Context: an optimization exercise on an open-source flow, tuned for small area and few clock cycles. The choices shown serve that exercise and are no tape-out recipe. Function was checked by simulation only, so behaviour that the tests miss may differ from the original.

==> trial 27: inputs <==
## CHIP
module CHIP (
    clk, rst_n,
    mem_read_D, mem_write_D, mem_addr_D, mem_wdata_D, mem_rdata_D, mem_ready_D,
    mem_read_I, mem_write_I, mem_addr_I, mem_wdata_I, mem_rdata_I, mem_ready_I,
    DCACHE_addr, DCACHE_wdata, DCACHE_wen, pipe_stall
);
==> flow/config.mk <==
export PLATFORM = sky130hd
export DESIGN_NAME = CHIP
export DESIGN_NICKNAME = CHIP
export VERILOG_FILES = /design/flow/design.v
export SDC_FILE = /design/flow/constraint.sdc
export NUM_CORES = 4
export LEC_CHECK = 0
export CAP_MARGIN = 20
export CORE_MARGIN = 2
export CORE_UTILIZATION = 40
export SLEW_MARGIN = 20
==> flow/constraint.sdc <==
create_clock -name core_clock -period 11.0 [get_ports {clk}]
set_input_delay 2.2000 -clock core_clock [delete_from_list [all_inputs] [get_ports {clk}]]
set_output_delay 2.2000 -clock core_clock [all_outputs]
set_load 0.01 [all_outputs]
run.sh (not shown) runs the stock make flow with config.mk's settings and CLKGATE_MAP_FILE= SYNTH_SCRIPT=/design/flow/synth_recipe.tcl, a recipe that flattens the netlist after the stock synthesis.
==> build 11 (differences from trial 27) <==
--- a/flow/design.v
+++ b/flow/design.v
@@ -34,19 +34,25 @@
 wire [LNI-1:0] pidx = pcblk[LNI-1:0];
 reg  [NI*128-1:0] idata;
 reg  [NI*ITW-1:0] itag;           
 reg  [19:0]       ireg;           
 reg  [NI-1:0]     ival;
 reg               imr;
 reg  [27:0]       ima;
 wire         iregok = ireg == pcblk[27:8];
-wire [127:0] iline = idata[pidx*128 +: 128];
 wire         ihit  = iregok && ival[pidx] && itag[pidx*ITW +: ITW] == pcblk[7:LNI];
-wire [31:0]  inst  = iline[pc[1:0]*32 +: 32];
+wire [4*NI-1:0] isel = {{4*NI-1{1'b0}}, 1'b1} << {pidx, pc[1:0]};
+reg  [31:0]  inst;
+integer q;
+always @(*) begin
+    inst = 32'd0;
+    for (q = 0; q < 4*NI; q = q + 1)
+        inst = inst | (idata[q*32 +: 32] & {32{isel[q]}});
+end
 wire [5:0]  op  = inst[31:26];
 wire [5:0]  fn  = inst[5:0];
 wire [4:0]  rs  = inst[25:21];
 wire [4:0]  rt  = inst[20:16];
 wire [4:0]  rd  = inst[15:11];
 wire [4:0]  sh  = inst[10:6];
 wire [15:0] imm = inst[15:0];
 wire isR    = op == 6'h00;
@@ -61,18 +67,28 @@
 wire isANDI = op == 6'h0c;
 wire isORI  = op == 6'h0d;
 wire isXORI = op == 6'h0e;
 wire isSLTI = op == 6'h0a;
 wire isImm  = isADDI | isANDI | isORI | isXORI | isSLTI;
 reg  [32*32-1:32] rfr;            
 wire [32*32-1:0]  rf = {rfr, 32'd0};
 reg  [31:0]      rv;              
-wire [31:0] rsv = rv[rs] ? rf[rs*32 +: 32] : 32'd0;
-wire [31:0] rtv = rv[rt] ? rf[rt*32 +: 32] : 32'd0;
+wire [31:0] rssel = (32'd1 << rs) & rv;
+wire [31:0] rtsel = (32'd1 << rt) & rv;
+reg  [31:0] rsv, rtv;
+integer r;
+always @(*) begin
+    rsv = 32'd0;
+    rtv = 32'd0;
+    for (r = 1; r < 32; r = r + 1) begin
+        rsv = rsv | (rf[r*32 +: 32] & {32{rssel[r]}});
+        rtv = rtv | (rf[r*32 +: 32] & {32{rtsel[r]}});
+    end
+end
 wire [31:0] simm = {{16{imm[15]}}, imm};
 wire [31:0] zimm = {16'd0, imm};
 wire        dosub = isSLTI | (isR & (fn == 6'h22 || fn == 6'h2a));
 wire [31:0] opb  = isR ? rtv : (isANDI | isORI | isXORI) ? zimm : simm;
 wire [31:0] sum  = rsv + (dosub ? ~opb : opb) + {31'd0, dosub};
 wire [31:0] land = rsv & opb;
 wire [31:0] lor  = rsv | opb;
 wire [31:0] lxor = rsv ^ opb;
@@ -115,18 +131,19 @@
 reg               dkw;            
 reg               wbv;            
 reg  [27:0]       wba;
 reg  [3:0]        wbm;            
 reg  [127:0]      wbd;
 reg               pend;           
 reg  [4:0]        preg;
 reg  [1:0]        pwo;
-wire [27:0]    ablk  = sum[31:4];
-wire [1:0]     wo    = sum[3:2];
+wire [31:0]    maddr = rsv + simm;
+wire [27:0]    ablk  = maddr[31:4];
+wire [1:0]     wo    = maddr[3:2];
 wire [3:0]     wbit  = 4'b0001 << wo;
 wire [4:0] lowsum = {1'b0, rsv[3:0]} + {1'b0, simm[3:0]};
 function blkeq(input [27:0] a, input [27:0] b, input [27:0] t, input c4);
     reg [27:0] x, kk;
     begin
         x     = a ^ b ^ t;
         kk    = (a & b) | ((a | b) & ~t);
         blkeq = x == {kk[26:0], c4};
@@ -209,17 +226,17 @@
     if (!rst_n) pc <= 30'd0;
     else if (retire) pc <= npc;
 reg srep;                         
 always @(posedge clk or negedge rst_n)
     if (!rst_n) srep <= 1'b0;
     else if (retire) srep <= 1'b0;
     else if (ihit & isSW & ~haz) srep <= 1'b1;
 assign DCACHE_wen   = isSW;
-assign DCACHE_addr  = sum[31:2];
+assign DCACHE_addr  = maddr[31:2];
 assign DCACHE_wdata = rtv;
 assign pipe_stall   = ~(ihit & ~haz & ~srep);
 always @(posedge clk or negedge rst_n) begin
     if (!rst_n) begin
         dmr <= 1'b0; dmw <= 1'b0; dkw <= 1'b0;
         dlv <= {ND{1'b0}}; dmask <= {ND*4{1'b0}}; ddirty <= {ND{1'b0}};
         wbv <= 1'b0; wbm <= 4'd0; pend <= 1'b0; preg <= 5'd0; pwo <= 2'd0;
         dlru <= 1'b0; dfl <= 1'b0;
==> flow/flow/run.sh (new file) <==
#!/bin/bash
# The standard layout (standard.sh: unchanged synthesis and steps), except that
# the buffer placed on every input and output port is a buf_2 cell instead of
# the delay cell the resizer picks by default. Make's full output goes to
# standard.log in this folder; the ORFS step logs stay under orfs/logs.
set -euo pipefail
export BUFFER_PORTS_ARGS="-buffer_cell sky130_fd_sc_hd__buf_2"
bash standard.sh > standard.log 2>&1
==> flow/standard.sh (new file) <==
#!/bin/bash
# synth_recipe.tcl (not shown) runs the flow's synth.tcl, then flattens the netlist and writes it again
# the make line also repeats each setting of config.mk as NAME=value (left out here)
make -C /OpenROAD-flow-scripts/flow DESIGN_CONFIG=/design/flow/config.mk WORK_HOME=/design/flow/orfs CLKGATE_MAP_FILE= SYNTH_SCRIPT=/design/flow/synth_recipe.tcl "${@:-finish}"
Settings changed: CORE_UTILIZATION 40 to 55, CTS_CLUSTER_DIAMETER set to 100, CTS_CLUSTER_SIZE set to 22.
removed: flow/run.sh
==> notes <==
Build 11 produced a layout that fails on setup timing. Trial 27 finished with timing, DRC and antenna clean.
Between build 11 and trial 27, the lower final cell count is in build 11 (gap about 20%, measured against trial 27).
Against build 11, the worst setup slack of trial 27 is better by 0.31 ns.
In build 11 the die area is lower than in trial 27, by 31%.
Against trial 27, the routed wire length of build 11 is larger by 11%.
Testbench counts of trial 27, summed over its fixed seeds: cycles 33,638.
Testbench counts of build 11, summed over its fixed seeds: cycles 33,638.

---

==> tundra: inputs <==
CHIP with an RTL version that a note above also has.
clock: 11.0 ns
lec_check: 0
cap_margin: 20
core_margin: 2
core_utilization: 40
cts_cluster_diameter: 100
cts_cluster_size: 22
slew_margin: 20
standard.sh (not shown) runs the stock make flow with config.mk's settings and CLKGATE_MAP_FILE= SYNTH_SCRIPT=/design/flow/synth_recipe.tcl, a recipe that flattens the netlist after the stock synthesis.
==> flow/flow/run.sh <==
#!/bin/bash
# The standard layout (standard.sh, unchanged synthesis and steps), except that
# the buffer placed on every input and output port is a buf_1 cell instead of
# the delay cell the resizer picks by default. Make's full output goes to
# standard.log in this folder; the ORFS step logs stay under orfs/logs.
set -euo pipefail
export BUFFER_PORTS_ARGS="-buffer_cell sky130_fd_sc_hd__buf_1"
bash standard.sh > standard.log 2>&1
==> zinc (differences from tundra) <==
==> flow/run.sh (new file) <==
#!/bin/bash
# synth_recipe.tcl (not shown) runs the flow's synth.tcl, then flattens the netlist and writes it again
# the make line also repeats each setting of config.mk as NAME=value (left out here)
make -C /OpenROAD-flow-scripts/flow DESIGN_CONFIG=/design/flow/config.mk WORK_HOME=/design/flow/orfs CLKGATE_MAP_FILE= SYNTH_SCRIPT=/design/flow/synth_recipe.tcl finish
removed: flow/flow/run.sh
removed: flow/standard.sh
==> flow_summary.ini <==
[run_status]
status = complete, no violations

[global_routing]
use_met2_pct = 67.4
grt_first_pass_wirelength_mm = 855

[placed_design]
place_area_mm2 = 0.126

[route]
drt_iter0_markers = 17800
wl_per_cell_um = 48.4
wl_met1_mm = 242

[power]
powerClk_mw = 5.53
power_density_mw_per_mm2 = 157

[setup_path]
cp_data_arrival_time_ps = 8570
worstSetupEndpoint = DCACHE_addr[23]

[final_layout]
antenna_cells = 40
finish.instance_area_mm2 = 0.131
multi_input_area_share_pct = 34.6

[min_path]
min_from = ima[24]
Source of the figures above: zinc

==> flow_summary.ini <==
[min_path]
min_from = srep

[sta]
setup_viol = 1
layout_setup_ws_ps = -16.7

[power]
power_density_mw_per_mm2 = 159
powerClk_mw = 5.54

[run_status]
status = failed layout checks
check.faults = negative setup slack

[route]
wl_met1_mm = 245

[final_layout]
antenna_cells = 53

[placed_design]
place_area_mm2 = 0.123
Source of the figures above: tundra

Testbench counts of tundra, summed over its fixed seeds: cycles 33,638.
Testbench counts of zinc, summed over its fixed seeds: cycles 33,638.

separate check: timing with driven ports:
Ports are ideal in the flow. The routed layouts listed here were re-timed in OpenROAD.
Step 1, drivers: a clkbuf_16 drives clk and a buf_2 each remaining input, both assumed.
Step 2 times the ports against the registers' clock, not the clock port: input delays grow and output delays shrink by t, the midpoint of the rising clock arrivals with the driver on.
a / b / c = ideal ports / drivers / drivers and shift; a / b = the first two.
| run | shift t [ns] | setup slack, ns | worst hold slack (ns) | worst register clock-pin slew, ns | cell pins on the clock port's net |
|---|---|---|---|---|---|
| trial 27 | 1.012 | 0.280 / 0.180 / 0.339 | 0.491 / 0.491 / 0.491 | 0.07 / 0.07 | 1 |
| build 11 | 0.951 | -0.032 / -0.125 / 0.328 | 0.526 / 0.526 / 0.526 | 0.11 / 0.11 | 1 |
| tundra | 0.986 | -0.017 / -0.116 / 0.780 | 0.511 / 0.511 / 0.511 | 0.11 / 0.11 | 1 |
| zinc | 0.999 | 0.230 / 0.115 / 0.331 | 0.508 / 0.508 / 0.508 | 0.11 / 0.11 | 1 |
